Source: an optimization exercise on an open RTL-to-GDS flow (aim: small area and a short achievable clock period). Production flows keep margins and buffers that such runs may drop. Where RTL was checked, it was by simulation tests only, not by an equivalence proof against the original. For run 6, only the layout was checked, not whether the RTL still works. Power figures rest on the tool's default switching activity, not on a simulated workload.

==> design.v <==
`timescale 1ns / 1ps
module awstm(
        pps,
        tevt,
        evt,
        rst_n,
        clk
    );
    input pps;
    input [31:0] tevt;
    output [31:0] evt;
    input rst_n;
    input clk;
    reg r_pps;
    reg r_pps_lock;
    reg [14:0] r_k;           
    reg [26:0] r_td;
    reg [16:0] r_awstm;
    reg [30:0] r_tmev_next;
    reg [17:0] r_set_tmev;    
    reg [10:0] r_tcor;
    reg [7:0]  r_tcor_max;    
    reg r_eq;                 
    reg r_wrap;               
    wire evt_pps = pps & ~r_pps;
    assign evt = {r_set_tmev[17], 14'd0, r_set_tmev[16:0]};
    wire        low_zero = ~|r_td[18:0];
    wire [6:0]  a = (r_td[25:19] ^ {7{r_td[26]}}) + {6'd0, r_td[26] & low_zero};
    wire [6:0]  t1;
    wire [6:0]  t2;
    assign t1[6] = a[6];
    assign t1[5:0] = a[6:1] | a[5:0];
    assign t2[6] = t1[6];
    assign t2[5:0] = t1[6:1] ^ t1[5:0];
    wire [7:0]  tcm_next = {~(t1[1] & t1[2]), t2[0], t2[1], t2[2], t2[3], t2[4], t2[5], t2[6]};
    wire tcor_ge = r_tcor[10:3] >= r_tcor_max;
    wire [10:0] tcor_next = tcor_ge ? 11'd0 : r_tcor + 11'd1;
    wire eq_next = (tcor_next == {tcm_next, 3'd0});
    wire k_to = r_k[14] & ~r_k[12] & ~r_k[9] & ~r_k[8] & ~r_k[7] & ~r_k[2] & ~r_k[1] & ~r_k[0];
    wire cor = ~r_wrap & r_eq;
    wire inc0 = r_eq & r_td[26];
    wire inc2 = r_eq & ~r_td[26];
    wire at_99998 = (&r_awstm[16:15]) & (&r_awstm[10:9]) & r_awstm[7] & (&r_awstm[4:1]);
    wire at_99997 = (&r_awstm[16:15]) & (&r_awstm[10:9]) & r_awstm[7] & (&r_awstm[4:2]) & r_awstm[0];
    wire wrap_next = ~r_wrap & ((at_99998 & ~inc0) | (at_99997 & inc2));
    wire [16:0] aws_next = r_wrap ? 17'd0 : (inc2 ? r_awstm + 17'd2 : (inc0 ? r_awstm : r_awstm + 17'd1));
    wire [14:0] td_l = r_td[14:0];
    wire [11:0] td_h = r_td[26:15];
    wire [15:0] pk_l = {1'b0, td_l} + {1'b0, r_k};
    wire [11:0] td_h_p = td_h + 12'd1;
    wire [11:0] td_h_m = td_h - 12'd1;
    wire [11:0] pk_h = (r_k[14] == pk_l[15]) ? td_h : (pk_l[15] ? td_h_p : td_h_m);
    wire [14:0] pm_l = r_td[26] ? td_l + 15'd1 : td_l - 15'd1;
    wire        pm_c = r_td[26] ? (&td_l) : ~|td_l;
    wire [11:0] pm_h = pm_c ? (r_td[26] ? td_h_p : td_h_m) : td_h;
    wire [26:0] td_pk = {pk_h, pk_l[14:0]};
    wire [26:0] td_pm = {pm_h, pm_l};
    wire [16:0] tm_l = r_tmev_next[16:0];
    wire        tm_hz = ~|r_tmev_next[30:17];
    wire        tm_ho = &r_tmev_next[30:17];
    wire        l_ones = &tm_l;
    wire [16:0] e = ~(tm_l ^ r_awstm);
    wire [16:0] q;
    assign q[16:0] = {e[16:1] ^ ~(r_awstm[15:0] | ~tm_l[15:0]), ~e[0]};
    wire        m_eq = tm_hz & (&e);
    wire        m_p1 = (&q) & (l_ones ? tm_ho : tm_hz);
    wire        match = m_eq | m_p1;
    wire        tm_gt = ~tm_hz | (tm_l > 17'd99999);
    wire [30:0] tm_sum = tevt[30:0] + {14'd0, tm_l};
    wire [30:0] tm_sub = r_tmev_next - 31'd99999;
    wire [30:0] tm_keep = tm_gt ? tm_sub : r_tmev_next;
    always @(posedge clk or negedge rst_n) begin
        if (rst_n == 1'b0) begin
            r_pps <= 1'b0;
            r_pps_lock <= 1'b0;
            r_k <= 15'd9999;
            r_td <= 27'd0;
            r_tcor <= 11'd0;
            r_tcor_max <= 8'd128;
            r_eq <= 1'b0;
            r_wrap <= 1'b0;
            r_awstm <= 17'd0;
            r_tmev_next <= 31'd0;
            r_set_tmev <= 18'd0;
        end else begin
            r_pps <= pps;
            r_tcor_max <= tcm_next;
            r_tcor <= tcor_next;
            r_eq <= eq_next;
            r_wrap <= wrap_next;
            if (evt_pps) begin
                r_pps_lock <= 1'b1;
                r_k <= 15'd9999;
            end else if (k_to) begin
                r_pps_lock <= 1'b0;
                r_k <= 15'd4999;
            end else begin
                r_k <= r_k - 15'd1;
            end
            if (cor)
                r_td <= td_pm;
            else if (evt_pps)
                r_td <= td_pk;
            r_awstm <= aws_next;
            if (match)
                r_set_tmev <= {r_pps_lock, r_awstm};
            r_tmev_next <= (match & ~tm_gt) ? tm_sum : tm_keep;
        end
    end
endmodule
==> flow/run.sh <==
#!/bin/bash
# Standard ORFS layout; the only change is the cell used to buffer the ports.
set -euo pipefail
bash standard.sh finish "BUFFER_PORTS_ARGS=-buffer_cell sky130_fd_sc_hd__buf_1" > make_finish.log 2>&1
==> standard.sh <==
#!/bin/bash
# synth_recipe.tcl (not shown) runs the flow's synth.tcl, then flattens the netlist and writes it again
# the make line also repeats each setting of config.mk as NAME=value (left out here)
make -C /OpenROAD-flow-scripts/flow DESIGN_CONFIG=/design/flow/config.mk WORK_HOME=/design/flow/orfs CLKGATE_MAP_FILE= SYNTH_SCRIPT=/design/flow/synth_recipe.tcl "${@:-finish}"
==> config.mk <==
export PLATFORM = sky130hd
export DESIGN_NAME = awstm
export DESIGN_NICKNAME = awstm
export VERILOG_FILES = /design/flow/design.v
export SDC_FILE = /design/flow/constraint.sdc
export NUM_CORES = 4
export LEC_CHECK = 0
export CAP_MARGIN = 20
export CORE_MARGIN = 2
export CORE_UTILIZATION = 40
export CTS_BUF_LIST = sky130_fd_sc_hd__clkbuf_8
export PLACE_DENSITY = 0.6
export SETUP_SLACK_MARGIN = 2.5
export SLEW_MARGIN = 20
==> constraint.sdc <==
create_clock -name core_clock -period 6.0 [get_ports {clk}]
set_input_delay 1.2000 -clock core_clock [delete_from_list [all_inputs] [get_ports {clk}]]
set_output_delay 1.2000 -clock core_clock [all_outputs]
set_load 0.01 [all_outputs]
==> results of run 1 <==
## logic make-up (layout without fill, tap and decap cells)
kind of cell / Yosys count / after routing / synth area share [%]
and+or+nand+nor: 425 / 425 / 21.28
adders and majority gates: 82 / 82 / 10.45
DFF: 131 / 131 / 32.78
AOI/OAI and AO/OA: 281 / 281 / 17.89
muxes: 12 / 12 / 1.234
other: 1 / 14 / 0.03737
buffers and inverters: 108 / 151 / 4.713
xor gates and xnor gates: 133 / 133 / 11.61
## power breakdown
part	switching, mW	leakage (nW)	internal [mW]
combinational	1.35	2.76	1.09
sequential	0.414	1.64	1.13
clock	0.382	0.229	0.500
## Yosys cell counts (5+ instances only)
| library cell | number |
|---|---|
| sky130_fd_sc_hd__nand2b_1 | 14 |
| sky130_fd_sc_hd__ha_1 | 79 |
| sky130_fd_sc_hd__o31a_1 | 6 |
| sky130_fd_sc_hd__o21a_1 | 11 |
| sky130_fd_sc_hd__clkbuf_1 | 30 |
| sky130_fd_sc_hd__o31ai_1 | 6 |
| sky130_fd_sc_hd__nor2b_1 | 11 |
| sky130_fd_sc_hd__o21bai_1 | 7 |
| sky130_fd_sc_hd__buf_2 | 6 |
| sky130_fd_sc_hd__nor4_1 | 23 |
| sky130_fd_sc_hd__nand2_1 | 88 |
| sky130_fd_sc_hd__nor3_1 | 37 |
| sky130_fd_sc_hd__nand4_1 | 27 |
| sky130_fd_sc_hd__mux2i_1 | 9 |
| sky130_fd_sc_hd__nor2_1 | 109 |
| sky130_fd_sc_hd__or3_1 | 8 |
| sky130_fd_sc_hd__buf_4 | 14 |
| sky130_fd_sc_hd__inv_1 | 55 |
| sky130_fd_sc_hd__o211ai_1 | 5 |
| sky130_fd_sc_hd__xor2_1 | 43 |
| sky130_fd_sc_hd__nand3_1 | 44 |
| sky130_fd_sc_hd__xnor2_1 | 90 |
| sky130_fd_sc_hd__dfstp_2 | 9 |
| sky130_fd_sc_hd__o21ai_0 | 62 |
| sky130_fd_sc_hd__dfrtp_1 | 122 |
| sky130_fd_sc_hd__a21oi_1 | 80 |
| sky130_fd_sc_hd__or2_2 | 5 |
| sky130_fd_sc_hd__or4_1 | 14 |
| sky130_fd_sc_hd__and3_1 | 17 |
| sky130_fd_sc_hd__a211oi_1 | 23 |
| sky130_fd_sc_hd__a31oi_1 | 11 |
| sky130_fd_sc_hd__and2_1 | 9 |
| sky130_fd_sc_hd__a21o_1 | 19 |
| sky130_fd_sc_hd__o22ai_1 | 7 |
## per-stage QoR
stage | setup slack (ps) | cells | power, mW | hold WS [ps]
after global placement | 1965 | 1515 | 3.903 | 453.5
after global routing | 2324 | 1553 | 5.289 | 494.6
after floorplan | 2528 | 1186 | 3.384 | 437.7
final | 2657 | 1553 | 4.859 | 476.4
after CTS | 2431 | 1550 | 4.854 | 479.6
after detailed placement | 1940 | 1515 | 3.950 | 458.9
## final timing paths
kind / start / endpoint / cells past startpoint
setup / recovery: r_td[10] / r_eq / 13
hold / removal: r_k[0] / r_k[0] / 1
setup reg to reg: r_td[10] / r_eq / 13
hold reg to reg: r_k[0] / r_k[0] / 1
max in group asynchronous: rst_n / r_td[26] / 2
min in group asynchronous: rst_n / r_td[18] / 1
## routing by layer
layer | wire, um | global-route usage [%]
met5 | 0 | 0
met4 | 313 | 4.948
met3 | 712 | 2.266
met2 | 11280 | 31.24
met1 | 12310 | 27.42
## placed cells by master, fill, tap and decap left out, types with 10 or more instances in the layout
master,instances
sky130_fd_sc_hd__a211oi_1,22
sky130_fd_sc_hd__a21o_1,19
sky130_fd_sc_hd__a21oi_1,79
sky130_fd_sc_hd__a31oi_1,11
sky130_fd_sc_hd__and3_1,17
sky130_fd_sc_hd__buf_1,50
sky130_fd_sc_hd__buf_4,13
sky130_fd_sc_hd__clkbuf_8,17
sky130_fd_sc_hd__conb_1,14
sky130_fd_sc_hd__dfrtp_1,120
sky130_fd_sc_hd__ha_1,78
sky130_fd_sc_hd__inv_1,55
sky130_fd_sc_hd__nand2_1,87
sky130_fd_sc_hd__nand2b_1,14
sky130_fd_sc_hd__nand3_1,44
sky130_fd_sc_hd__nand4_1,27
sky130_fd_sc_hd__nor2_1,106
sky130_fd_sc_hd__nor2b_1,10
sky130_fd_sc_hd__nor3_1,36
sky130_fd_sc_hd__nor4_1,23
sky130_fd_sc_hd__o21a_1,11
sky130_fd_sc_hd__o21ai_0,62
sky130_fd_sc_hd__or4_1,14
sky130_fd_sc_hd__xnor2_1,89
sky130_fd_sc_hd__xor2_1,43
## flip-flops by register name, summed over array words and instances (netlist names), 8 cells and up
name	flops
r_awstm	17
r_tcor	11
r_tcor_max	8
r_k	15
r_td	27
r_tmev_next	31
r_set_tmev	18
## area by class of cell
type / instances / area, um2
fillers: 2420 / 13410
clock buffers: 17 / 234.0
multi-input cells: 947 / 6387
flip-flops and latches: 131 / 3294
well taps: 324 / 405.4
clock inverters: 15 / 230.2
inverters: 55 / 210.2
repair buffers: 64 / 292.8
## repair_timing
action / CTS / global route
gates resized for setup: 3 / 14
pin swaps: 0 / 1
hold endpoints to repair: 0 / 0
endpoints found under the setup margin: 15 / 24
setup buffers: 3 / 3
==> impl_metrics.yaml, run 1 <==
sta:
  fin_setup_tns_ps: 0
  worst_slew_margin_rel_pct: 50.26
  final.setup_skew_ps: 13.65
  fin_crit_sh_pct: 55.72
  period_minus_slack_ps: 3343
  tightest_slew_ps: 741.1
  setup-violations-final: 0
  fmax_mhz: 299.1
  hold_viol: 0
  timing_max_transition_violations_final: 0
  rsz0062_at_grt: "true"
floorplanning:
  die_area_um2: 26370
  die_h_um: 162.4
  core.rowCount: 57
  floorplan.core_area_um2: 24460
  ioPinCount: 67
  die_width_um: 162.4
  starting_utilization_of_the_core_area_pct: 41.02
global_routing:
  grt_pass1_wl_um: 41310
  grt_start_max_net_pins: 53
  antenna_violations_before_repair: 0
  globalRouteOverflowTotal: 0
  groute.usage.overall_pct: 19.26
  grt_pass1_vias: 8221
power_and_ir_drop:
  p_leak_nw: 4.622
  power_per_cell_area_nw_per_um2: 439.6
  vdd.ir_drop.worst_mv: 0.2143
placement:
  globalplace.congestion: 0.8613
  detailed_place_hpwl_um: 18440
  placement.cell_area_um2: 10480
  io_buffer_count: 51
finish:
  nNetsFinal: 1333
  num_antenna_cells: 0
  final_design_area_no_fill_um2: 11050
  synthToLayoutAreaGrowth_pct: 10.16
  fin_util_pct: 45.19
  drive_gt1_share_pct: 7.242
drt:
  drt_pass1_iterations: 5
  detail_routed_net_length_per_standard_cell_um: 15.85
  detailroute.via_count: 8586
  drc_errors: 0
  ant_nets: 0
  wirelength_um: 24620
  via_to_cell_ratio: 5.529
  initialDrtViolationCount: 569
setup_path:
  worst-endpoint-arrival_ps: 3690
  critical_path_buf_inv_count: 0
  required_ps: 6350
  worstPathMaxFanout: 6
  startpoint_type: "flop"
  reg2reg_slack_ps: 2660
  crit_path_max_incr_delay_ps: 470
  cp_slowest_cell: "sky130_fd_sc_hd__dfrtp_1"
  cp_common_cell: "sky130_fd_sc_hd__nor3_1"
  cp_cell_sequence: "nor3_1, nand4_1, nor3_1, ha_1, ha_2, nand2b_1, o31a_1, a21oi_1, xnor2_2, xnor2_1, and3_1, o21ai_0, nor4b_2"
  critical_path.endpoint_type: "flop"
  timing.critical_path.max_delay_family: "simple AND/OR/NAND/NOR gates"
  criticalPathCategory: "reg2reg"
clock_tree:
  clk_latency_ps: 450
  cts.htree.levels: 4
  ctsHoldBuffers: 0
  tritoncts.num_buffers: 17
  cts.reportedPaths.clkPinSlew_ps: 80
  clock_tree_root_buffer_cell: "sky130_fd_sc_hd__clkbuf_8"
  clock_sinks: 131
  cts_tree: "done"
  cts-root-to-sink-buffers: 2
logic_synthesis:
  count_of_flip_flops_with_a_built_in_enable_after_synthesis: 0
  ys_seq_area_share_pct: 32.78
  netlist-cell-type-count: 74
  ys_ff_latch: 131
  synth_async_sr_flop_share_pct: 100.0
  postSynthCellCount: 1173
  ys_dominant_reg_cell: "sky130_fd_sc_hd__dfrtp_1"
  synth.yosys.warnings: 1
  yosysTopAreaCell: "sky130_fd_sc_hd__dfrtp_1"
  yosys.area.top_type_share_pct: 30.42
  synth.area.top_cells: "sky130_fd_sc_hd__dfrtp_1 (30%), sky130_fd_sc_hd__ha_1 (9.9%), sky130_fd_sc_hd__xnor2_1 (7.9%)"
  synth_area_per_cell_um2: 8.555
  netlist_area_um2: 10030
outcome:
  status: "complete, no violations"
worst_hold_path:
  min-delay-path-class: "reg2reg"
job:
  number_of_maximum_capacitance_violations: 0
==> run 2, diff against run 1 <==
--- a/config.mk
+++ b/config.mk
@@ -10,5 +10,5 @@
 export CORE_UTILIZATION = 40
 export CTS_BUF_LIST = sky130_fd_sc_hd__clkbuf_8
 export PLACE_DENSITY = 0.6
-export SETUP_SLACK_MARGIN = 2.5
+export SETUP_SLACK_MARGIN = 3.1
 export SLEW_MARGIN = 20
==> impl_metrics.yaml, run 2 <==
global_routing:
  grt_pass1_wl_um: 44040
  grt_pass1_vias: 8651
  groute.usage.overall_pct: 20.68
  globalRouteOverflowTotal: 0
  antenna_violations_before_repair: 0
  grt_start_max_net_pins: 50
logic_synthesis:
  yosysTopAreaCell: "sky130_fd_sc_hd__dfrtp_1"
  netlist_area_um2: 10030
  netlist-cell-type-count: 74
  postSynthCellCount: 1173
  ys_seq_area_share_pct: 32.78
  ys_dominant_reg_cell: "sky130_fd_sc_hd__dfrtp_1"
  yosys.area.top_type_share_pct: 30.42
  synth_area_in_simple_gates_pct: 21.28
  post_synth_mux_area_share_pct: 1.234
  main_combinational_cell_family_by_area_after_synthesis: "simple AND/OR/NAND/NOR gates"
  most_common_cell_in_the_synthesized_netlist: "sky130_fd_sc_hd__dfrtp_1"
  synth_commonest_cells: "sky130_fd_sc_hd__dfrtp_1 (122), sky130_fd_sc_hd__nor2_1 (109), sky130_fd_sc_hd__xnor2_1 (90)"
  ys_ff_latch: 131
  synth_area_per_cell_um2: 8.555
  synth.yosys.warnings: 1
  synth_adder_area_share_pct: 10.45
  count_of_flip_flops_with_a_built_in_enable_after_synthesis: 0
  synth_compound_gate_area_share_pct: 17.89
  synth.area.top_cells: "sky130_fd_sc_hd__dfrtp_1 (30%), sky130_fd_sc_hd__ha_1 (9.9%), sky130_fd_sc_hd__xnor2_1 (7.9%)"
  synth_async_sr_flop_share_pct: 100.0
  synth_xor_xnor_area_share_pct: 11.61
floorplanning:
  die_area_um2: 26370
  die_h_um: 162.4
  die_width_um: 162.4
  floorplan.core_area_um2: 24460
  ioPinCount: 67
  core.rowCount: 57
  starting_utilization_of_the_core_area_pct: 41.02
sta:
  fin_setup_tns_ps: 0
  fin_crit_sh_pct: 49.55
  worst_hold_slack_ps: 481.7
  worst_slew_margin_rel_pct: 52.56
  fmax_mhz: 336.4
  hold_viol: 0
  setup-violations-final: 0
  final.setup_skew_ps: 16.39
  period_minus_slack_ps: 2973
  rsz0062_at_grt: "true"
  timing_max_transition_violations_final: 0
  tightest_slew_ps: 705.0
  finalWorstSetupSlack_ps: 3027
setup_path:
  worstPathMaxFanout: 4
  timing.reg2reg.worst_path_depth: 13
  reg2reg_slack_ps: 3030
  startpoint_type: "flop"
  worst-endpoint-arrival_ps: 3330
  criticalPathCategory: "reg2reg"
  crit-reg2reg-capture: "r_eq"
  critical_path.endpoint_type: "flop"
  required_ps: 6360
  timing.rr.start: "r_td[3]"
clock_tree:
  cts-root-to-sink-buffers: 2
  clock_sinks: 131
  tritoncts.num_buffers: 17
  cts.htree.levels: 4
  clk_latency_ps: 460
  clock_tree_root_buffer_cell: "sky130_fd_sc_hd__clkbuf_8"
  cts.reportedPaths.clkPinSlew_ps: 80
  cts_tree: "done"
drt:
  drc_errors: 0
  drt_pass1_iterations: 7
  detail_routed_net_length_per_standard_cell_um: 16.44
  initialDrtViolationCount: 470
  ant_nets: 0
  wirelength_um: 26690
  via_to_cell_ratio: 5.543
  detailroute.via_count: 8996
finish:
  nNetsFinal: 1403
  largest_register_ff_count: 31
  top_register: "r_tmev_next"
  synthToLayoutAreaGrowth_pct: 23.01
  largestRegisters: "r_tmev_next (31), r_td (27), r_set_tmev (18)"
  fillers: 2319
  final_common_cell: "sky130_fd_sc_hd__nor2_1"
  num_antenna_cells: 0
  layout_common_cells: "sky130_fd_sc_hd__nor2_1 (104), sky130_fd_sc_hd__dfrtp_1 (100), sky130_fd_sc_hd__xnor2_1 (88), sky130_fd_sc_hd__nand2_1 (86), sky130_fd_sc_hd__buf_4 (71)"
  drive_gt1_share_pct: 20.25
power_and_ir_drop:
  vdd.ir_drop.worst_mv: 0.2327
  p_leak_nw: 5.100
  power_per_cell_area_nw_per_um2: 430.5
placement:
  pre_cts_ws_ps: 2204
  globalplace.congestion: 0.8855
  io_buffer_count: 51
  detailed_place_hpwl_um: 18440
worst_hold_path:
  min_delay_path_depth: 2
  hold_end: "r_set_tmev[4]"
  min-delay-path-class: "reg2reg"
  worstHoldStart: "r_set_tmev[4]"
outcome:
  status: "complete, no violations"
job:
  number_of_maximum_capacitance_violations: 0
==> run 2: cell counts after synthesis <==
No cell type changed its count.
==> run 2: how the worst max path moves through the flow <==
stage               startpoint  slack [ps]               to  cells after the start
CTS                    r_td[3]        3020             r_eq                     12
finish                 r_td[3]        3030             r_eq                     13
floorplan              tevt[0]        2820  r_tmev_next[30]                     11
global placement       tevt[0]        2240  r_tmev_next[30]                     12
detailed placement     tevt[0]        2200  r_tmev_next[30]                     12
global route          r_td[14]        2720             r_eq                     12
==> run 2: worst max-delay path: stages (launching register included) <==
cell                       delay, ps
sky130_fd_sc_hd__dfrtp_2         430
sky130_fd_sc_hd__nor4_2          280
sky130_fd_sc_hd__nand4_1         220
sky130_fd_sc_hd__nor3_2          170
sky130_fd_sc_hd__ha_2            250
sky130_fd_sc_hd__ha_4            180
sky130_fd_sc_hd__nand2b_4         60
sky130_fd_sc_hd__o31a_1          240
sky130_fd_sc_hd__a21oi_2         150
sky130_fd_sc_hd__xnor2_2         190
sky130_fd_sc_hd__xnor2_1         210
sky130_fd_sc_hd__and3_1          180
sky130_fd_sc_hd__o21ai_0          80
sky130_fd_sc_hd__nor4b_2         230
==> run 2: cell families after synthesis <==
family,count (synthesis)
AO/OA/AOI/OAI,281
XOR/XNOR,133
adder cells (fa/ha/maj),82
buffers and inverters,108
flip-flops,131
multiplexers,12
other,1
AND/OR/NAND/NOR,425
==> run 2: cell type report <==
type	instances	area, um2	area share [%]
well taps	324	405.4	3.284
clock inverters	15	206.4	1.673
repair buffers	134	972.2	7.876
multi-input cells	947	6997	56.69
flip-flops and latches	131	3319	26.89
inverters	55	209.0	1.693
clock buffers	17	234.0	1.896
==> run 2: per-stage QoR <==
stage / utilization (%) / cells / total power, mW / instance area, um2
after floorplan: - / 1186 / 3.471 / 10280
after global placement: 43.63 / 1515 / 3.996 / 10670
after detailed placement: 43.63 / 1515 / 4.048 / 10670
after CTS: 48.45 / 1593 / 5.140 / 11850
after global routing: 50.46 / 1623 / 5.745 / 12340
final: 50.46 / 1623 / 5.314 / 12340
==> run 2: what timing repair did <==
action	in CTS	in global routing
gates cloned	2	1
resized for setup	81	60
pin swaps	35	27
endpoints found under the setup margin	53	47
buffers inserted	44	29
hold buffers	0	0
==> run 2: where the power goes <==
part | total, mW | leakage (nW) | internal, mW | switching, mW
logic | 2.91 | 3.27 | 1.36 | 1.55
clock network | 0.847 | 0.211 | 0.457 | 0.390
registers | 1.55 | 1.62 | 1.14 | 0.414
==> run 2: per-layer routing <==
| metal | vias to the layer above | global-route usage, % | share of wire, % |
|---|---|---|---|
| li1 | 4441 | - | - |
| met2 | 187 | 34.29 | 48 |
| met5 | - | 0 | 0 |
| met3 | 22 | 3.361 | 3.8 |
| met1 | 4346 | 28.21 | 47 |
| met4 | 0 | 5.310 | 1.1 |
==> run 3, diff against run 2 <==
--- a/config.mk
+++ b/config.mk
@@ -10,5 +10,5 @@
 export CORE_UTILIZATION = 40
 export CTS_BUF_LIST = sky130_fd_sc_hd__clkbuf_8
 export PLACE_DENSITY = 0.6
-export SETUP_SLACK_MARGIN = 3.1
+export SETUP_SLACK_MARGIN = 2.8
 export SLEW_MARGIN = 20
==> impl_metrics.yaml, run 3 <==
outcome:
  status: "complete, no violations"
drt:
  detail_routed_net_length_per_standard_cell_um: 16.12
  via_to_cell_ratio: 5.506
  drc_errors: 0
  wirelength_um: 25310
  initialDrtViolationCount: 546
  detailroute.via_count: 8644
  drt_pass1_iterations: 5
  ant_nets: 0
sta:
  hold_viol: 0
  fin_crit_sh_pct: 51.91
  worst_hold_slack_ps: 486.0
  setup-violations-final: 0
  final.setup_skew_ps: 16.00
  worst_slew_margin_rel_pct: 41.56
  fin_setup_tns_ps: 0
  period_minus_slack_ps: 3115
  timing_max_transition_violations_final: 0
  rsz0062_at_grt: "true"
  fmax_mhz: 321.0
  tightest_slew_ps: 876.5
floorplanning:
  floorplan.core_area_um2: 24460
  core.rowCount: 57
  ioPinCount: 67
  starting_utilization_of_the_core_area_pct: 41.02
  die_h_um: 162.4
  die_area_um2: 26370
  die_width_um: 162.4
setup_path:
  worst-endpoint-arrival_ps: 3460
  reg2reg_slack_ps: 2900
  startpoint_type: "input port"
  required_ps: 6350
  criticalPathCategory: "in2reg"
  crit-reg2reg-capture: "r_eq"
  critical_path.endpoint_type: "flop"
  timing.reg2reg.worst_path_depth: 13
  worstPathMaxFanout: 7
  timing.rr.start: "r_td[5]"
finish:
  post_layout_nonfiller_instances: 1570
  drive_gt1_share_pct: 11.40
  layout_common_cells: "sky130_fd_sc_hd__dfrtp_1 (113), sky130_fd_sc_hd__nor2_1 (105), sky130_fd_sc_hd__xnor2_1 (88), sky130_fd_sc_hd__nand2_1 (87)"
  final_common_cell: "sky130_fd_sc_hd__dfrtp_1"
  nNetsFinal: 1350
  num_antenna_cells: 0
  synthToLayoutAreaGrowth_pct: 13.24
  largest_register_ff_count: 31
  top_register: "r_tmev_next"
  largestRegisters: "r_tmev_next (31), r_td (27), r_set_tmev (18)"
power_and_ir_drop:
  switching_share_pct: 44.49
  int_pwr_mw: 2.770
  power_mw: 4.989
  seqPwrFrac_pct: 30.8
  netSwitchingPower_mw: 2.220
  p_comb_share_pct: 52.7
  pwr-share-clk_pct: 16.6
  p_leak_nw: 4.719
  vdd.ir_drop.worst_mv: 0.2158
  power_per_cell_area_nw_per_um2: 439.1
global_routing:
  grt_pass1_wl_um: 41960
  groute.usage.overall_pct: 19.66
  antenna_violations_before_repair: 0
  grt_pass1_vias: 8299
  globalRouteOverflowTotal: 0
  grt_start_max_net_pins: 57
worst_hold_path:
  min-delay-path-class: "reg2reg"
  worstHoldStart: "r_set_tmev[13]"
  hold_end: "r_set_tmev[13]"
  min_delay_path_depth: 2
logic_synthesis:
  netlist-cell-type-count: 74
  count_of_flip_flops_with_a_built_in_enable_after_synthesis: 0
  postSynthCellCount: 1173
  netlist_area_um2: 10030
  synth.area.top_cells: "sky130_fd_sc_hd__dfrtp_1 (30%), sky130_fd_sc_hd__ha_1 (9.9%), sky130_fd_sc_hd__xnor2_1 (7.9%)"
  ys_ff_latch: 131
  synth_area_per_cell_um2: 8.555
  ys_dominant_reg_cell: "sky130_fd_sc_hd__dfrtp_1"
  most_common_cell_in_the_synthesized_netlist: "sky130_fd_sc_hd__dfrtp_1"
  ys_seq_area_share_pct: 32.78
  synth_commonest_cells: "sky130_fd_sc_hd__dfrtp_1 (122), sky130_fd_sc_hd__nor2_1 (109), sky130_fd_sc_hd__xnor2_1 (90)"
  synth.yosys.warnings: 1
  synth_async_sr_flop_share_pct: 100.0
  yosysTopAreaCell: "sky130_fd_sc_hd__dfrtp_1"
  yosys.area.top_type_share_pct: 30.42
clock_tree:
  clock_sinks: 131
  cts-root-to-sink-buffers: 2
  cts.htree.levels: 4
  clk_latency_ps: 450
  tritoncts.num_buffers: 17
  cts_tree: "done"
  cts.reportedPaths.clkPinSlew_ps: 90
  ctsHoldBuffers: 0
  clock_tree_root_buffer_cell: "sky130_fd_sc_hd__clkbuf_8"
placement:
  placedCellCount: 1516
  io_buffer_count: 51
  detailed_place_hpwl_um: 18390
  globalplace.congestion: 0.8830
job:
  number_of_maximum_capacitance_violations: 0
-- run 3: power groups by stage --
stage	sequential [mW]	clock, mW	combinational [mW]
CTS	1.53	0.847	2.50
detailed placement	1.55	0	2.41
floorplan	1.36	0	2.04
global route	1.58	0.882	2.96
global placement	1.55	0	2.37
finish	1.54	0.827	2.63
-- run 3: critical path: stages --
cell	delay, ps
sky130_fd_sc_hd__buf_1	70
sky130_fd_sc_hd__ha_1	360
sky130_fd_sc_hd__a21o_1	210
sky130_fd_sc_hd__a21o_1	180
sky130_fd_sc_hd__a21o_1	190
sky130_fd_sc_hd__a21oi_1	670
sky130_fd_sc_hd__nand2_1	130
sky130_fd_sc_hd__and3b_1	210
sky130_fd_sc_hd__o31a_1	230
-- run 3: cell type report --
class / count / area [um2]
Clock buffer: 20 / 275.3
Clock inverter: 12 / 153.9
Fill cell: 2398 / 13100
Inverter: 55 / 206.4
Multi-Input combinational cell: 947 / 6595
Sequential cell: 131 / 3303
Tap cell: 324 / 405.4
Timing Repair Buffer: 81 / 424.2
-- run 3: stage by stage --
| step | util [%] | instance area, um2 | setup WS, ps |
|---|---|---|---|
| after floorplan | - | 10110 | 2752 |
| after global placement | 42.99 | 10520 | 2325 |
| after detailed placement | 42.99 | 10520 | 2281 |
| after CTS | 45.39 | 11100 | 2784 |
| after global routing | 46.45 | 11360 | 2635 |
| final | 46.45 | 11360 | 2885 |
-- run 3: worst max-delay path by stage --
stage / end / from / cells after the start / slack [ps]
5_1_grt: r_eq / r_td[5] / 13 / 2640
3_3_place_gp: r_tmev_next[30] / tevt[0] / 12 / 2330
6_report: r_tmev_next[20] / tevt[13] / 9 / 2890
4_1_cts: r_tmev_next[2] / r_tmev_next[23] / 8 / 2780
3_5_place_dp: r_tmev_next[30] / tevt[0] / 12 / 2280
2_1_floorplan: r_tmev_next[30] / tevt[0] / 11 / 2750
-- run 3: kinds of logic after synthesis --
| group | after synthesis | synth area share (%) |
|---|---|---|
| simple gates | 425 | 21.28 |
| buf+inv | 108 | 4.713 |
| other cells | 1 | 0.03737 |
| fa+ha+maj | 82 | 10.45 |
| compound gates | 281 | 17.89 |
| mux | 12 | 1.234 |
| xor+xnor | 133 | 11.61 |
| flops | 131 | 32.78 |
-- run 3: per-layer routing --
| metal | vias to the layer above | wire length [um] | track usage (%) |
|---|---|---|---|
| li1 | 4340 | - | - |
| met1 | 4104 | 12420 | 27.64 |
| met2 | 175 | 11590 | 31.86 |
| met3 | 25 | 1030 | 3.005 |
| met4 | 0 | 267 | 4.867 |
| met5 | - | 0 | 0 |
-- run 3: what timing repair did --
action | 4_1_cts | 5_1_grt
pin swaps | 6 | 14
setup buffers | 11 | 11
endpoints found under the hold margin | 0 | 0
endpoints found under the setup margin | 33 | 31
gates cloned | 0 | 0
gates resized for setup | 21 | 37
==> run 4, diff against run 3 <==
--- a/config.mk
+++ b/config.mk
@@ -9,6 +9,8 @@
 export CORE_MARGIN = 2
 export CORE_UTILIZATION = 40
 export CTS_BUF_LIST = sky130_fd_sc_hd__clkbuf_8
+export CTS_CLUSTER_DIAMETER = 100
+export CTS_CLUSTER_SIZE = 30
 export PLACE_DENSITY = 0.6
 export SETUP_SLACK_MARGIN = 2.8
 export SLEW_MARGIN = 20
==> impl_metrics.yaml, run 4 <==
drt:
  m1WireLength_um: 12420
  dr.max_layer_used: "met4"
  wirelength_um: 25310
  met3_length_um: 1030
  drt_pass1_iterations: 5
  drc_errors: 0
  detailroute.via_count: 8644
  initialDrtViolationCount: 546
  detail_routed_net_length_per_standard_cell_um: 16.12
  ant_nets: 0
  wl_met2_um: 11590
  via_to_cell_ratio: 5.506
sta:
  worst_slew_margin_rel_pct: 41.56
  hold_viol: 0
  period_minus_slack_ps: 3115
  setup-violations-final: 0
  tightest_slew_ps: 876.5
  fin_setup_tns_ps: 0
  timing_max_transition_violations_final: 0
  worst_hold_slack_ps: 486.0
  rsz0062_at_grt: "true"
  fmax_mhz: 321.0
  fin_crit_sh_pct: 51.91
  finalWorstSetupSlack_ps: 2885
  final.setup_skew_ps: 16.00
setup_path:
  worstPathMaxFanout: 7
  worst-path-stages: 9
  cp_common_cell: "sky130_fd_sc_hd__a21o_1"
  required_ps: 6350
  startpoint_type: "input port"
  timing.critical_path.max_delay_family: "compound AO/OA/AOI/OAI gates"
  worst-endpoint-arrival_ps: 3460
  crit_path_max_incr_delay_ps: 670
  cp_slowest_cell: "sky130_fd_sc_hd__a21oi_1"
  timing.reg2reg.worst_path_depth: 13
  critical_path_buf_inv_count: 1
  critical_path.endpoint_type: "flop"
  criticalPathCategory: "in2reg"
  reg2reg_slack_ps: 2900
  cp_cell_sequence: "buf_1, ha_1, a21o_1, a21o_1, a21o_1, a21oi_1, nand2_1, and3b_1, o31a_1"
global_routing:
  globalRouteOverflowTotal: 0
  grt_pass1_wl_um: 41960
  antenna_violations_before_repair: 0
  grt_start_max_net_pins: 57
  groute.usage.overall_pct: 19.66
  grt_pass1_vias: 8299
clock_tree:
  clk_latency_ps: 450
  cts_tree: "done"
  cts.reportedPaths.clkPinSlew_ps: 90
  cts.htree.levels: 4
  clock_tree_root_buffer_cell: "sky130_fd_sc_hd__clkbuf_8"
  cts-root-to-sink-buffers: 2
  tritoncts.num_buffers: 17
  clock_sinks: 131
placement:
  placement.cell_area_um2: 10520
  detailed_place_hpwl_um: 18390
  globalplace.congestion: 0.8830
  io_buffer_count: 51
  pre_cts_ws_ps: 2281
logic_synthesis:
  netlist_area_um2: 10030
  most_common_cell_in_the_synthesized_netlist: "sky130_fd_sc_hd__dfrtp_1"
  yosys.area.top_type_share_pct: 30.42
  count_of_flip_flops_with_a_built_in_enable_after_synthesis: 0
  postSynthCellCount: 1173
  netlist-cell-type-count: 74
  yosysTopAreaCell: "sky130_fd_sc_hd__dfrtp_1"
  synth.yosys.warnings: 1
  ys_dominant_reg_cell: "sky130_fd_sc_hd__dfrtp_1"
  synth.area.top_cells: "sky130_fd_sc_hd__dfrtp_1 (30%), sky130_fd_sc_hd__ha_1 (9.9%), sky130_fd_sc_hd__xnor2_1 (7.9%)"
  synth_commonest_cells: "sky130_fd_sc_hd__dfrtp_1 (122), sky130_fd_sc_hd__nor2_1 (109), sky130_fd_sc_hd__xnor2_1 (90)"
  synth_area_per_cell_um2: 8.555
  ys_ff_latch: 131
  ys_seq_area_share_pct: 32.78
  synth_async_sr_flop_share_pct: 100.0
worst_hold_path:
  min_delay_path_depth: 2
  min-delay-path-class: "reg2reg"
finish:
  multi_input_area_um2: 6595
  num_antenna_cells: 0
  fillers: 2398
  top_register: "r_tmev_next"
  nNetsFinal: 1350
  largest_register_ff_count: 31
  final_design_area_no_fill_um2: 11360
  sequential_cell_area_um2: 3303
  final_common_cell: "sky130_fd_sc_hd__dfrtp_1"
  layout_common_cells: "sky130_fd_sc_hd__dfrtp_1 (113), sky130_fd_sc_hd__nor2_1 (105), sky130_fd_sc_hd__xnor2_1 (88), sky130_fd_sc_hd__nand2_1 (87)"
  synthToLayoutAreaGrowth_pct: 13.24
  largestRegisters: "r_tmev_next (31), r_td (27), r_set_tmev (18)"
  drive_gt1_share_pct: 11.40
floorplanning:
  core.rowCount: 57
  starting_utilization_of_the_core_area_pct: 41.02
  ioPinCount: 67
  die_area_um2: 26370
  die_h_um: 162.4
  floorplan.core_area_um2: 24460
  die_width_um: 162.4
power_and_ir_drop:
  p_leak_nw: 4.719
  power_per_cell_area_nw_per_um2: 439.1
  vdd.ir_drop.worst_mv: 0.2158
outcome:
  status: "complete, no violations"
job:
  number_of_maximum_capacitance_violations: 0
==> run 4: cell counts after synthesis <==
No cell type changed its count.
==> run 4: cells by family (layout without fill, tap and decap cells) <==
logic type / after synthesis / after routing / synth area share (%)
xor gates and xnor gates: 133 / 133 / 11.61
AOI/OAI and AO/OA: 281 / 281 / 17.89
DFF: 131 / 131 / 32.78
other: 1 / 14 / 0.03737
buffers and inverters: 108 / 168 / 4.713
adders and majority gates: 82 / 82 / 10.45
muxes: 12 / 12 / 1.234
and+or+nand+nor: 425 / 425 / 21.28
==> run 4: per-stage QoR <==
stage | power (mW) | util, % | std cells
global route | 5.424 | 46.45 | 1570
floorplan | 3.397 | - | 1186
finish | 4.989 | 46.45 | 1570
global placement | 3.917 | 42.99 | 1516
CTS | 4.877 | 45.39 | 1559
detailed placement | 3.962 | 42.99 | 1516
==> run 4: power by group <==
part	internal, mW	switching [mW]
registers	1.13	0.402
clock network	0.445	0.382
logic	1.19	1.44
total	2.77	2.22
==> run 4: repair_timing <==
item / in CTS / in global routing
pin swaps: 6 / 14
endpoints found under the setup margin: 33 / 31
endpoints found under the hold margin: 0 / 0
hold buffers: 0 / 0
buffers inserted: 11 / 11
gates resized for setup: 21 / 37
==> run 4: per-layer routing <==
metal	track usage [%]	up-vias
met5	0	-
met4	4.867	0
met3	3.005	25
met2	31.86	175
met1	27.64	4104
li1	-	4340
==> run 4: worst register-to-register path, stage by stage, from the launching register on <==
cell and delay [ps]:
sky130_fd_sc_hd__dfrtp_1 470, sky130_fd_sc_hd__nor4_2 250, sky130_fd_sc_hd__nand4_1 230, sky130_fd_sc_hd__nor3_2 240, sky130_fd_sc_hd__ha_2 250, sky130_fd_sc_hd__ha_4 180, sky130_fd_sc_hd__nand2b_4 60, sky130_fd_sc_hd__o31a_1 250
sky130_fd_sc_hd__a21oi_2 150, sky130_fd_sc_hd__xnor2_2 180, sky130_fd_sc_hd__buf_4 190, sky130_fd_sc_hd__xnor2_1 130, sky130_fd_sc_hd__nand4_1 170, sky130_fd_sc_hd__nor4b_4 250
==> run 4: cell type report <==
| type | count | share of cell area, % |
|---|---|---|
| inverter | 55 | 1.817 |
| timing repair buffer | 81 | 3.733 |
| tap | 324 | 3.567 |
| multi-input combinational | 947 | 58.04 |
| clock buffer | 20 | 2.422 |
| clock inverter | 12 | 1.354 |
| sequential | 131 | 29.07 |
==> run 4: path summary, 6_finish.rpt <==
kind,startpoint,end
setup / recovery,tevt[13],r_tmev_next[20]
hold / removal,r_set_tmev[13],r_set_tmev[13]
setup reg to reg,r_td[5],r_eq
hold reg to reg,r_set_tmev[13],r_set_tmev[13]
max in group asynchronous,rst_n,r_td[26]
min in group asynchronous,rst_n,r_td[20]
==> run 5, diff against run 4 <==
--- a/config.mk
+++ b/config.mk
@@ -7,10 +7,8 @@
 export LEC_CHECK = 0
 export CAP_MARGIN = 20
 export CORE_MARGIN = 2
-export CORE_UTILIZATION = 40
+export CORE_UTILIZATION = 60
 export CTS_BUF_LIST = sky130_fd_sc_hd__clkbuf_8
-export CTS_CLUSTER_DIAMETER = 100
-export CTS_CLUSTER_SIZE = 30
-export PLACE_DENSITY = 0.6
+export PLACE_DENSITY = 0.75
 export SETUP_SLACK_MARGIN = 2.8
 export SLEW_MARGIN = 20
==> impl_metrics.yaml, run 5 <==
logic_synthesis:
  synth_compound_gate_area_share_pct: 17.89
  postSynthCellCount: 1173
  netlist-cell-type-count: 74
  synth_xor_xnor_area_share_pct: 11.61
  ys_ff_latch: 131
  synth_commonest_cells: "sky130_fd_sc_hd__dfrtp_1 (122), sky130_fd_sc_hd__nor2_1 (109), sky130_fd_sc_hd__xnor2_1 (90)"
  main_combinational_cell_family_by_area_after_synthesis: "simple AND/OR/NAND/NOR gates"
  synth_area_in_simple_gates_pct: 21.28
  yosysTopAreaCell: "sky130_fd_sc_hd__dfrtp_1"
  synth.yosys.warnings: 1
  post_synth_mux_area_share_pct: 1.234
  most_common_cell_in_the_synthesized_netlist: "sky130_fd_sc_hd__dfrtp_1"
  synth_async_sr_flop_share_pct: 100.0
  synth_adder_area_share_pct: 10.45
  ys_dominant_reg_cell: "sky130_fd_sc_hd__dfrtp_1"
  count_of_flip_flops_with_a_built_in_enable_after_synthesis: 0
  synth.area.top_cells: "sky130_fd_sc_hd__dfrtp_1 (30%), sky130_fd_sc_hd__ha_1 (9.9%), sky130_fd_sc_hd__xnor2_1 (7.9%)"
  netlist_area_um2: 10030
  yosys.area.top_type_share_pct: 30.42
  synth_area_per_cell_um2: 8.555
  ys_seq_area_share_pct: 32.78
power_and_ir_drop:
  power_per_cell_area_nw_per_um2: 431.4
  pwr-share-clk_pct: 15.3
  int_pwr_mw: 2.576
  p_comb_share_pct: 52.1
  p_leak_nw: 4.602
  switching_share_pct: 45.74
  netSwitchingPower_mw: 2.172
  vdd.ir_drop.worst_mv: 0.2520
  seqPwrFrac_pct: 32.6
global_routing:
  grt_pass1_wl_um: 40150
  grt_start_max_net_pins: 79
  globalRouteOverflowTotal: 0
  grt_pass1_vias: 8164
  antenna_violations_before_repair: 1
  groute.usage.overall_pct: 27.69
clock_tree:
  ctsHoldBuffers: 0
  cts.htree.levels: 4
  cts-root-to-sink-buffers: 2
  cts.reportedPaths.clkPinSlew_ps: 80
  cts_tree: "done"
  tritoncts.num_buffers: 17
  clock_sinks: 131
  clk_latency_ps: 460
  clock_tree_root_buffer_cell: "sky130_fd_sc_hd__clkbuf_8"
drt:
  initialDrtViolationCount: 675
  detailroute.via_count: 8767
  wirelength_um: 24050
  via_to_cell_ratio: 6.025
  drc_errors: 0
  ant_nets: 0
  detail_routed_net_length_per_standard_cell_um: 16.53
  drt_pass1_iterations: 5
finish:
  largest_register_ff_count: 31
  drive_gt1_share_pct: 8.995
  final_design_area_no_fill_um2: 11010
  layout_common_cells: "sky130_fd_sc_hd__dfrtp_1 (119), sky130_fd_sc_hd__nor2_1 (107), sky130_fd_sc_hd__xnor2_1 (89), sky130_fd_sc_hd__nand2_1 (87), sky130_fd_sc_hd__ha_1 (77)"
  nNetsFinal: 1338
  largestRegisters: "r_tmev_next (31), r_td (27), r_set_tmev (18)"
  top_register: "r_tmev_next"
  final_common_cell: "sky130_fd_sc_hd__dfrtp_1"
  post_layout_nonfiller_instances: 1455
  synthToLayoutAreaGrowth_pct: 9.688
floorplanning:
  core.rowCount: 47
  starting_utilization_of_the_core_area_pct: 60.94
  floorplan.core_area_um2: 16470
  die_area_um2: 17770
  die_width_um: 133.3
  die_h_um: 133.3
  ioPinCount: 67
sta:
  fmax_mhz: 318.8
  timing_max_transition_violations_final: 0
  tightest_slew_ps: 822.5
  fin_crit_sh_pct: 52.28
  period_minus_slack_ps: 3137
  hold_viol: 0
  rsz0062_at_grt: "true"
  worst_slew_margin_rel_pct: 45.17
  final.setup_skew_ps: 10.09
  setup-violations-final: 0
  fin_setup_tns_ps: 0
placement:
  globalplace.congestion: 0.8744
  placement.cell_area_um2: 10370
  detailed_place_hpwl_um: 17400
  io_buffer_count: 51
  placedCellCount: 1410
setup_path:
  startpoint_type: "flop"
  crit-reg2reg-capture: "r_eq"
  critical_path.endpoint_type: "flop"
  timing.rr.start: "r_td[2]"
  required_ps: 6370
  worst-endpoint-arrival_ps: 3510
  worstPathMaxFanout: 5
  timing.reg2reg.worst_path_depth: 12
  criticalPathCategory: "reg2reg"
  reg2reg_slack_ps: 2860
worst_hold_path:
  min-delay-path-class: "reg2reg"
  worstHoldStart: "r_set_tmev[7]"
  min_delay_path_depth: 2
  hold_end: "r_set_tmev[7]"
outcome:
  status: "complete, no violations"
job:
  number_of_maximum_capacitance_violations: 0
==> run 5: cell counts after synthesis <==
Identical to the previous run, type by type.
==> run 5: stage by stage <==
stage	utilization (%)	power (mW)	setup slack (ps)	hold slack [ps]
6_report	66.85	4.748	2863	477.6
5_1_grt	66.85	5.145	2567	495.0
4_1_cts	66.17	4.700	2763	482.4
3_5_place_dp	62.99	3.939	2064	461.4
3_3_place_gp	62.99	3.873	2087	455.3
2_1_floorplan	-	3.397	2752	437.7
==> run 5: power by group through the flow <==
stage | Combinational (mW) | Clock, mW | Sequential, mW
2_1_floorplan | 2.04 | 0 | 1.36
3_3_place_gp | 2.33 | 0 | 1.54
3_5_place_dp | 2.39 | 0 | 1.55
4_1_cts | 2.43 | 0.736 | 1.53
5_1_grt | 2.78 | 0.774 | 1.59
6_report | 2.47 | 0.726 | 1.55
==> run 5: worst max path at each step <==
stage	from	endpoint	cells past startpoint
finish	r_td[2]	r_eq	12
global route	r_td[1]	r_eq	13
CTS	r_td[2]	r_eq	13
detailed placement	r_td[26]	r_eq	12
global placement	r_td[26]	r_eq	12
floorplan	tevt[0]	r_tmev_next[30]	11
==> run 5: cell type report <==
cell class              instances  area [um2]
repair buffers                 67       319.1
flip-flops and latches        131        3296
inverters                      55       210.2
well taps                     220       275.3
diodes                          1       2.502
clock buffers                  18       247.7
fillers                      1396        5459
clock inverters                14       128.9
multi-input cells             949        6528
==> run 5: what timing repair did <==
action | CTS | global route
hold endpoints to repair | 0 | 0
buffers inserted | 6 | 4
gates cloned | 2 | 0
pin swaps | 5 | 6
endpoints found under the setup margin | 36 | 47
gates resized for setup | 22 | 15
==> run 5: kinds of logic (layout without fill, tap and decap cells) <==
| group | Yosys count | after routing |
|---|---|---|
| compound gates | 281 | 281 |
| xor+xnor | 133 | 133 |
| fa+ha+maj | 82 | 82 |
| buf+inv | 108 | 154 |
| flops | 131 | 131 |
| mux | 12 | 12 |
| other cells | 1 | 15 |
| simple gates | 425 | 427 |
==> run 5: layer usage <==
layer	vias up	part of all wire, %	track usage (%)
met4	0	1.3	6.974
met5	-	0	0
met1	4135	47	40.00
met3	27	6.9	6.583
met2	277	44	42.15
li1	4328	-	-
==> run 5: critical path, cell delays in order, from the launching register on <==
cell	delay (ps)
sky130_fd_sc_hd__dfrtp_1	460
sky130_fd_sc_hd__nor4_1	300
sky130_fd_sc_hd__nand4_1	200
sky130_fd_sc_hd__nor3_2	220
sky130_fd_sc_hd__ha_2	260
sky130_fd_sc_hd__nand2b_1	90
sky130_fd_sc_hd__o31a_1	240
sky130_fd_sc_hd__a21oi_1	250
sky130_fd_sc_hd__xor2_1	330
sky130_fd_sc_hd__nor2_1	120
sky130_fd_sc_hd__mux2i_1	140
sky130_fd_sc_hd__o21a_1	180
sky130_fd_sc_hd__nor4b_2	260
==> run 6, diff against run 5 <==
--- a/design.v
+++ b/design.v
@@ -50,7 +50,7 @@
     wire [11:0] td_h_p = td_h + 12'd1;
     wire [11:0] td_h_m = td_h - 12'd1;
     wire [11:0] pk_h = (r_k[14] == pk_l[15]) ? td_h : (pk_l[15] ? td_h_p : td_h_m);
-    wire [14:0] pm_l = r_td[26] ? td_l + 15'd1 : td_l - 15'd1;
+    wire [14:0] pm_l = td_l + {{14{~r_td[26]}}, 1'b1};
     wire        pm_c = r_td[26] ? (&td_l) : ~|td_l;
     wire [11:0] pm_h = pm_c ? (r_td[26] ? td_h_p : td_h_m) : td_h;
     wire [26:0] td_pk = {pk_h, pk_l[14:0]};
--- a/config.mk
+++ b/config.mk
@@ -7,8 +7,8 @@
 export LEC_CHECK = 0
 export CAP_MARGIN = 20
 export CORE_MARGIN = 2
-export CORE_UTILIZATION = 60
+export CORE_UTILIZATION = 40
 export CTS_BUF_LIST = sky130_fd_sc_hd__clkbuf_8
-export PLACE_DENSITY = 0.75
+export PLACE_DENSITY = 0.6
 export SETUP_SLACK_MARGIN = 2.8
 export SLEW_MARGIN = 20
==> impl_metrics.yaml, run 6 <==
finish:
  drive_gt1_share_pct: 12.35
  fillers: 2469
  nNetsFinal: 1351
  post_layout_nonfiller_instances: 1577
  num_antenna_cells: 0
  sequential_cell_area_um2: 3302
  largest_register_ff_count: 31
  multi_input_area_um2: 6718
  synthToLayoutAreaGrowth_pct: 13.04
  largestRegisters: "r_tmev_next (31), r_td (27), r_set_tmev (18)"
  final_common_cell: "sky130_fd_sc_hd__dfrtp_1"
  top_register: "r_tmev_next"
  layout_common_cells: "sky130_fd_sc_hd__dfrtp_1 (114), sky130_fd_sc_hd__nor2_1 (111), sky130_fd_sc_hd__nand2_1 (86), sky130_fd_sc_hd__xnor2_1 (85), sky130_fd_sc_hd__a21oi_1 (79)"
global_routing:
  globalRouteOverflowTotal: 0
  groute.usage.overall_pct: 19.40
  grt_pass1_vias: 8272
  grt_pass1_wl_um: 41590
  grt_start_max_net_pins: 56
  antenna_violations_before_repair: 0
floorplanning:
  starting_utilization_of_the_core_area_pct: 40.51
  core.rowCount: 58
  die_h_um: 163.5
  die_area_um2: 26720
  ioPinCount: 67
  die_width_um: 163.5
  floorplan.core_area_um2: 25110
placement:
  io_buffer_count: 51
  pre_cts_ws_ps: 2101
  globalplace.congestion: 0.8278
  detailed_place_hpwl_um: 18440
  placedCellCount: 1520
logic_synthesis:
  synth.area.top_cells: "sky130_fd_sc_hd__dfrtp_1 (30%), sky130_fd_sc_hd__ha_1 (9.7%), sky130_fd_sc_hd__xnor2_1 (7.3%)"
  yosys.area.top_type_share_pct: 30.01
  most_common_cell_in_the_synthesized_netlist: "sky130_fd_sc_hd__dfrtp_1"
  postSynthCellCount: 1168
  ys_ff_latch: 131
  synth.yosys.warnings: 1
  synth_async_sr_flop_share_pct: 100.0
  count_of_flip_flops_with_a_built_in_enable_after_synthesis: 0
  yosysTopAreaCell: "sky130_fd_sc_hd__dfrtp_1"
  ys_dominant_reg_cell: "sky130_fd_sc_hd__dfrtp_1"
  ys_seq_area_share_pct: 32.34
  netlist-cell-type-count: 79
  synth_commonest_cells: "sky130_fd_sc_hd__dfrtp_1 (122), sky130_fd_sc_hd__nor2_1 (113), sky130_fd_sc_hd__nand2_1 (87)"
  synth_area_per_cell_um2: 8.709
  netlist_area_um2: 10170
power_and_ir_drop:
  int_pwr_mw: 2.465
  seqPwrFrac_pct: 32.8
  pwr-share-clk_pct: 17.9
  vdd.ir_drop.worst_mv: 0.2160
  power_mw: 4.486
  switching_share_pct: 45.05
  p_comb_share_pct: 49.3
  netSwitchingPower_mw: 2.021
  power_per_cell_area_nw_per_um2: 390.1
  p_leak_nw: 4.898
drt:
  ant_nets: 0
  detail_routed_net_length_per_standard_cell_um: 16.07
  initialDrtViolationCount: 625
  drt_pass1_iterations: 5
  via_to_cell_ratio: 5.564
  detailroute.via_count: 8774
  wirelength_um: 25340
  drc_errors: 0
sta:
  finalWorstSetupSlack_ps: 2678
  fin_setup_tns_ps: 0
  period_minus_slack_ps: 3322
  tightest_slew_ps: 748.3
  setup-violations-final: 0
  fin_crit_sh_pct: 55.36
  rsz0062_at_grt: "true"
  fmax_mhz: 301.1
  worst_slew_margin_rel_pct: 50.11
  final.setup_skew_ps: 21.22
  hold_viol: 0
  timing_max_transition_violations_final: 0
setup_path:
  critical_path.endpoint_type: "flop"
  required_ps: 6370
  criticalPathCategory: "reg2reg"
  crit_path_max_incr_delay_ps: 510
  cp_cell_sequence: "nor4_4, nand4_1, nor2_1, ha_2, ha_4, a41oi_1, o22ai_2, xor2_2, or4b_4, a21oi_2, a211oi_1, nor4b_4"
  startpoint_type: "flop"
  cp_slowest_cell: "sky130_fd_sc_hd__or4b_4"
  worstPathMaxFanout: 5
  worst-endpoint-arrival_ps: 3690
clock_tree:
  cts_tree: "done"
  cts-root-to-sink-buffers: 2
  clock_sinks: 131
  clk_latency_ps: 480
  tritoncts.num_buffers: 17
  clock_tree_root_buffer_cell: "sky130_fd_sc_hd__clkbuf_8"
  cts.htree.levels: 4
  cts.reportedPaths.clkPinSlew_ps: 90
  ctsHoldBuffers: 0
worst_hold_path:
  min-delay-path-class: "reg2reg"
outcome:
  status: "complete, no violations"
job:
  number_of_maximum_capacitance_violations: 0
## run 6: changes by cell type in the layout (fill, tap and decap cells not counted), sizes merged, moves of 10 or more
| cell | previous run | this run |
|---|---|---|
| buf | 66 | 83 |
| nor3 | 38 | 27 |
| or4 | 15 | 4 |
| xor2 | 43 | 53 |
| o21ai | 65 | 51 |
| mux2 | 3 | 19 |
## run 6: power by group through the flow
stage	Clock (mW)	Combinational (mW)	Sequential [mW]
global placement	0	1.98	1.48
detailed placement	0	2.00	1.48
CTS	0.824	2.12	1.45
finish	0.803	2.21	1.47
floorplan	0	1.71	1.32
global route	0.862	2.49	1.51
## run 6: area by class of cell
cell class | count | share of cell area (%)
clock buffers | 17 | 2.035
clock inverters | 15 | 1.589
inverters | 54 | 1.795
multi-input cells | 946 | 58.42
flip-flops and latches | 131 | 28.72
well taps | 330 | 3.591
repair buffers | 84 | 3.852
## run 6: logic make-up (layout without fill, tap and decap cells)
family          Yosys count  in the layout  share of synthesized area [%]
compound gates          267            267                          16.99
xor+xnor                139            139                          12.10
simple gates            418            418                          20.84
flops                   131            131                          32.34
fa+ha+maj                83             83                          10.41
mux                      25             25                          2.731
other cells               1             14                        0.03686
buf+inv                 104            170                          4.563
## run 6: per-layer routing
layer	wire (um)	global-route usage, %
met5	0	0
met4	377	5.542
met3	901	2.590
met2	11660	31.13
met1	12400	27.37
## run 6: what timing repair did
item / in CTS / in global routing
gates cloned: 0 / 0
gates resized for setup: 26 / 20
setup buffers: 13 / 12
pin swaps: 10 / 11
endpoints found under the setup margin: 41 / 41
## run 6: worst paths after layout
path / from / end / slack, ps / cells past startpoint
max: r_td[14] / r_eq / 2680 / 12
min: r_k[0] / r_k[0] / 480 / 1
max reg2reg: r_td[14] / r_eq / 2680 / 12
min reg2reg: r_k[0] / r_k[0] / 480 / 1
max in group asynchronous: rst_n / r_td[4] / 4250 / 2
min in group asynchronous: rst_n / r_td[22] / 670 / 1
## run 6: stage by stage
step           hold WS, ps  cell area (um2)  util, %
2_1_floorplan        437.7            10260        -
3_5_place_dp         465.5            10670    42.50
3_3_place_gp         459.6            10670    42.50
4_1_cts              487.6            11300    45.02
5_1_grt              511.7            11500    45.79
6_report             484.2            11500    45.79
## run 6: critical path, delay by kind of cell, from the launching register on
kind / cells / cell delay [ps]
AO/OA/AOI/OAI: 4 / 610
XOR/XNOR: 1 / 330
adder cells (fa/ha/maj): 2 / 410
flip-flops: 1 / 450
AND/OR/NAND/NOR: 5 / 1440
==> run 7, diff against run 6 <==
--- a/design.v
+++ b/design.v
@@ -50,7 +50,7 @@
     wire [11:0] td_h_p = td_h + 12'd1;
     wire [11:0] td_h_m = td_h - 12'd1;
     wire [11:0] pk_h = (r_k[14] == pk_l[15]) ? td_h : (pk_l[15] ? td_h_p : td_h_m);
-    wire [14:0] pm_l = td_l + {{14{~r_td[26]}}, 1'b1};
+    wire [14:0] pm_l = r_td[26] ? td_l + 15'd1 : td_l - 15'd1;
     wire        pm_c = r_td[26] ? (&td_l) : ~|td_l;
     wire [11:0] pm_h = pm_c ? (r_td[26] ? td_h_p : td_h_m) : td_h;
     wire [26:0] td_pk = {pk_h, pk_l[14:0]};
--- a/config.mk
+++ b/config.mk
@@ -8,7 +8,7 @@
 export CAP_MARGIN = 20
 export CORE_MARGIN = 2
 export CORE_UTILIZATION = 40
-export CTS_BUF_LIST = sky130_fd_sc_hd__clkbuf_8
+export CTS_BUF_LIST = sky130_fd_sc_hd__clkbuf_4 sky130_fd_sc_hd__clkbuf_8
 export PLACE_DENSITY = 0.6
 export SETUP_SLACK_MARGIN = 2.8
 export SLEW_MARGIN = 20
==> impl_metrics.yaml, run 7 <==
sta:
  fin_setup_tns_ps: 0
  worst_hold_slack_ps: 486.0
  fin_crit_sh_pct: 51.91
  hold_viol: 0
  timing_max_transition_violations_final: 0
  period_minus_slack_ps: 3115
  final.setup_skew_ps: 16.00
  setup-violations-final: 0
  fmax_mhz: 321.0
  tightest_slew_ps: 876.5
  rsz0062_at_grt: "true"
  worst_slew_margin_rel_pct: 41.56
finish:
  largest_register_ff_count: 31
  synthToLayoutAreaGrowth_pct: 13.24
  top_register: "r_tmev_next"
  largestRegisters: "r_tmev_next (31), r_td (27), r_set_tmev (18)"
  drive_gt1_share_pct: 11.40
  final_common_cell: "sky130_fd_sc_hd__dfrtp_1"
  nNetsFinal: 1350
  post_layout_nonfiller_instances: 1570
  num_antenna_cells: 0
  layout_common_cells: "sky130_fd_sc_hd__dfrtp_1 (113), sky130_fd_sc_hd__nor2_1 (105), sky130_fd_sc_hd__xnor2_1 (88), sky130_fd_sc_hd__nand2_1 (87)"
floorplanning:
  core.rowCount: 57
  ioPinCount: 67
  die_area_um2: 26370
  die_h_um: 162.4
  floorplan.core_area_um2: 24460
  starting_utilization_of_the_core_area_pct: 41.02
  die_width_um: 162.4
logic_synthesis:
  ys_dominant_reg_cell: "sky130_fd_sc_hd__dfrtp_1"
  ys_ff_latch: 131
  netlist_area_um2: 10030
  synth_area_per_cell_um2: 8.555
  netlist-cell-type-count: 74
  yosysTopAreaCell: "sky130_fd_sc_hd__dfrtp_1"
  synth_commonest_cells: "sky130_fd_sc_hd__dfrtp_1 (122), sky130_fd_sc_hd__nor2_1 (109), sky130_fd_sc_hd__xnor2_1 (90)"
  synth_async_sr_flop_share_pct: 100.0
  count_of_flip_flops_with_a_built_in_enable_after_synthesis: 0
  most_common_cell_in_the_synthesized_netlist: "sky130_fd_sc_hd__dfrtp_1"
  synth.area.top_cells: "sky130_fd_sc_hd__dfrtp_1 (30%), sky130_fd_sc_hd__ha_1 (9.9%), sky130_fd_sc_hd__xnor2_1 (7.9%)"
  synth.yosys.warnings: 1
  yosys.area.top_type_share_pct: 30.42
  postSynthCellCount: 1173
  ys_seq_area_share_pct: 32.78
setup_path:
  crit-reg2reg-capture: "r_eq"
  startpoint_type: "input port"
  required_ps: 6350
  cp_cell_sequence: "buf_1, ha_1, a21o_1, a21o_1, a21o_1, a21oi_1, nand2_1, and3b_1, o31a_1"
  cp_slowest_cell: "sky130_fd_sc_hd__a21oi_1"
  worst-endpoint-arrival_ps: 3460
  critical_path.endpoint_type: "flop"
  reg2reg_slack_ps: 2900
  crit_path_max_incr_delay_ps: 670
  cp_common_cell: "sky130_fd_sc_hd__a21o_1"
  timing.rr.start: "r_td[5]"
  timing.reg2reg.worst_path_depth: 13
  worstPathMaxFanout: 7
  criticalPathCategory: "in2reg"
placement:
  placedCellCount: 1516
  detailed_place_hpwl_um: 18390
  io_buffer_count: 51
  globalplace.congestion: 0.8830
drt:
  detail_routed_net_length_per_standard_cell_um: 16.12
  detailroute.via_count: 8644
  ant_nets: 0
  drt_pass1_iterations: 5
  via_to_cell_ratio: 5.506
  drc_errors: 0
  wirelength_um: 25310
  initialDrtViolationCount: 546
power_and_ir_drop:
  vdd.ir_drop.worst_mv: 0.2158
  p_leak_nw: 4.719
  power_per_cell_area_nw_per_um2: 439.1
worst_hold_path:
  min-delay-path-class: "reg2reg"
  min_delay_path_depth: 2
  hold_end: "r_set_tmev[13]"
  worstHoldStart: "r_set_tmev[13]"
job:
  number_of_maximum_capacitance_violations: 0
clock_tree:
  clk_latency_ps: 450
  cts-root-to-sink-buffers: 2
  cts.reportedPaths.clkPinSlew_ps: 90
  clock_sinks: 131
  ctsHoldBuffers: 0
  cts_tree: "done"
  tritoncts.num_buffers: 17
  clock_tree_root_buffer_cell: "sky130_fd_sc_hd__clkbuf_8"
  cts.htree.levels: 4
global_routing:
  groute.usage.overall_pct: 19.66
  antenna_violations_before_repair: 0
  grt_pass1_wl_um: 41960
  grt_start_max_net_pins: 57
  grt_pass1_vias: 8299
  globalRouteOverflowTotal: 0
outcome:
  status: "complete, no violations"
[run 7: changes by cell type after synthesis, sizes merged, moves of 5 or more]
cell    previous run  this run
a21oi             85        80
mux2              19         3
nor2             114       109
nor3              27        38
o211ai            14         5
o21a               5        11
o21ai             51        65
or4                4        15
xnor2             85        90
xor2              53        43
[run 7: worst max-delay path, delay by kind of cell]
| kind | cells | cell delay, ps |
|---|---|---|
| AO/OA/AOI/OAI | 5 | 1480 |
| adder cells (fa/ha/maj) | 1 | 360 |
| AND/OR/NAND/NOR | 2 | 340 |
| buffers and inverters | 1 | 70 |
[run 7: final cells by class]
class,count,area (um2)
flip-flops and latches,131,3303
well taps,324,405.4
multi-input cells,947,6595
clock inverters,12,153.9
inverters,55,206.4
repair buffers,81,424.2
fillers,2398,13100
clock buffers,20,275.3
[run 7: worst max path at each step]
stage | slack (ps) | end | startpoint | cells after the start
floorplan | 2750 | r_tmev_next[30] | tevt[0] | 11
finish | 2890 | r_tmev_next[20] | tevt[13] | 9
global route | 2640 | r_eq | r_td[5] | 13
global placement | 2330 | r_tmev_next[30] | tevt[0] | 12
CTS | 2780 | r_tmev_next[2] | r_tmev_next[23] | 8
detailed placement | 2280 | r_tmev_next[30] | tevt[0] | 12
[run 7: cells by family (layout without fill, tap and decap cells)]
logic type,count (synthesis),count (layout),synth area share (%)
xor+xnor,133,133,11.61
flops,131,131,32.78
other cells,1,14,0.03737
compound gates,281,281,17.89
simple gates,425,425,21.28
buf+inv,108,168,4.713
mux,12,12,1.234
fa+ha+maj,82,82,10.45
[run 7: power by group]
| group | internal (mW) | switching (mW) |
|---|---|---|
| clock | 0.445 | 0.382 |
| combinational | 1.19 | 1.44 |
| sequential | 1.13 | 0.402 |
[run 7: routing by layer]
| layer | share of wire [%] | up-vias | GRT usage, % | wire [um] |
|---|---|---|---|---|
| met5 | 0 | - | 0 | 0 |
| met4 | 1.1 | 0 | 4.867 | 267 |
| met3 | 4.1 | 25 | 3.005 | 1030 |
| met2 | 46 | 175 | 31.86 | 11590 |
| met1 | 49 | 4104 | 27.64 | 12420 |
| li1 | - | 4340 | - | - |
[run 7: through the flow]
stage          area (um2)  utilization, %  total power, mW  worst slack, ps
6_report            11360           46.45            4.989             2885
5_1_grt             11360           46.45            5.424             2635
4_1_cts             11100           45.39            4.877             2784
3_5_place_dp        10520           42.99            3.962             2281
3_3_place_gp        10520           42.99            3.917             2325
2_1_floorplan       10110               -            3.397             2752
[run 7: what timing repair did]
action / in CTS / in global routing
buffers inserted: 11 / 11
endpoints found under the setup margin: 33 / 31
gates resized for setup: 21 / 37
pin swaps: 6 / 14

-- port drivers added, routing unchanged --
No port has a modelled driver above. Below, the same layouts with a new extraction and two added sets of constraints. Step 1 sets driving cells, clkbuf_16 on the clock port and buf_2 on the other inputs (assumed; they add their load-dependent delay and slew). Step 2 times the ports against the registers' clock, not the clock port: input delays grow and output delays shrink by t, the midpoint of the rising clock arrivals with the driver on. a / b / c = ideal ports / drivers / drivers and shift; a / b = the first two.
| run | t (ns) | setup WS [ns] | worst setup path after step 2 | clock arrival spread, ns | cell pins on the clock port's net |
|---|---|---|---|---|---|
| run 1 | 0.484 | 2.657 / 2.657 / 2.224 | input to register | 0.014 / 0.014 | 1 |
| run 2 | 0.498 | 3.027 / 3.027 / 2.593 | input to register | 0.016 / 0.017 | 1 |
| run 3 | 0.484 | 2.885 / 2.895 / 2.420 | input to register | 0.017 / 0.017 | 1 |
| run 4 | 0.484 | 2.885 / 2.895 / 2.420 | input to register | 0.017 / 0.017 | 1 |
| run 5 | 0.493 | 2.863 / 2.863 / 2.435 | input to register | 0.010 / 0.010 | 1 |
| run 6 | 0.512 | 2.678 / 2.678 / 2.420 | input to register | 0.022 / 0.021 | 1 |
| run 7 | 0.484 | 2.885 / 2.895 / 2.420 | input to register | 0.017 / 0.017 | 1 |
After both steps setup and hold are still met in every run listed.
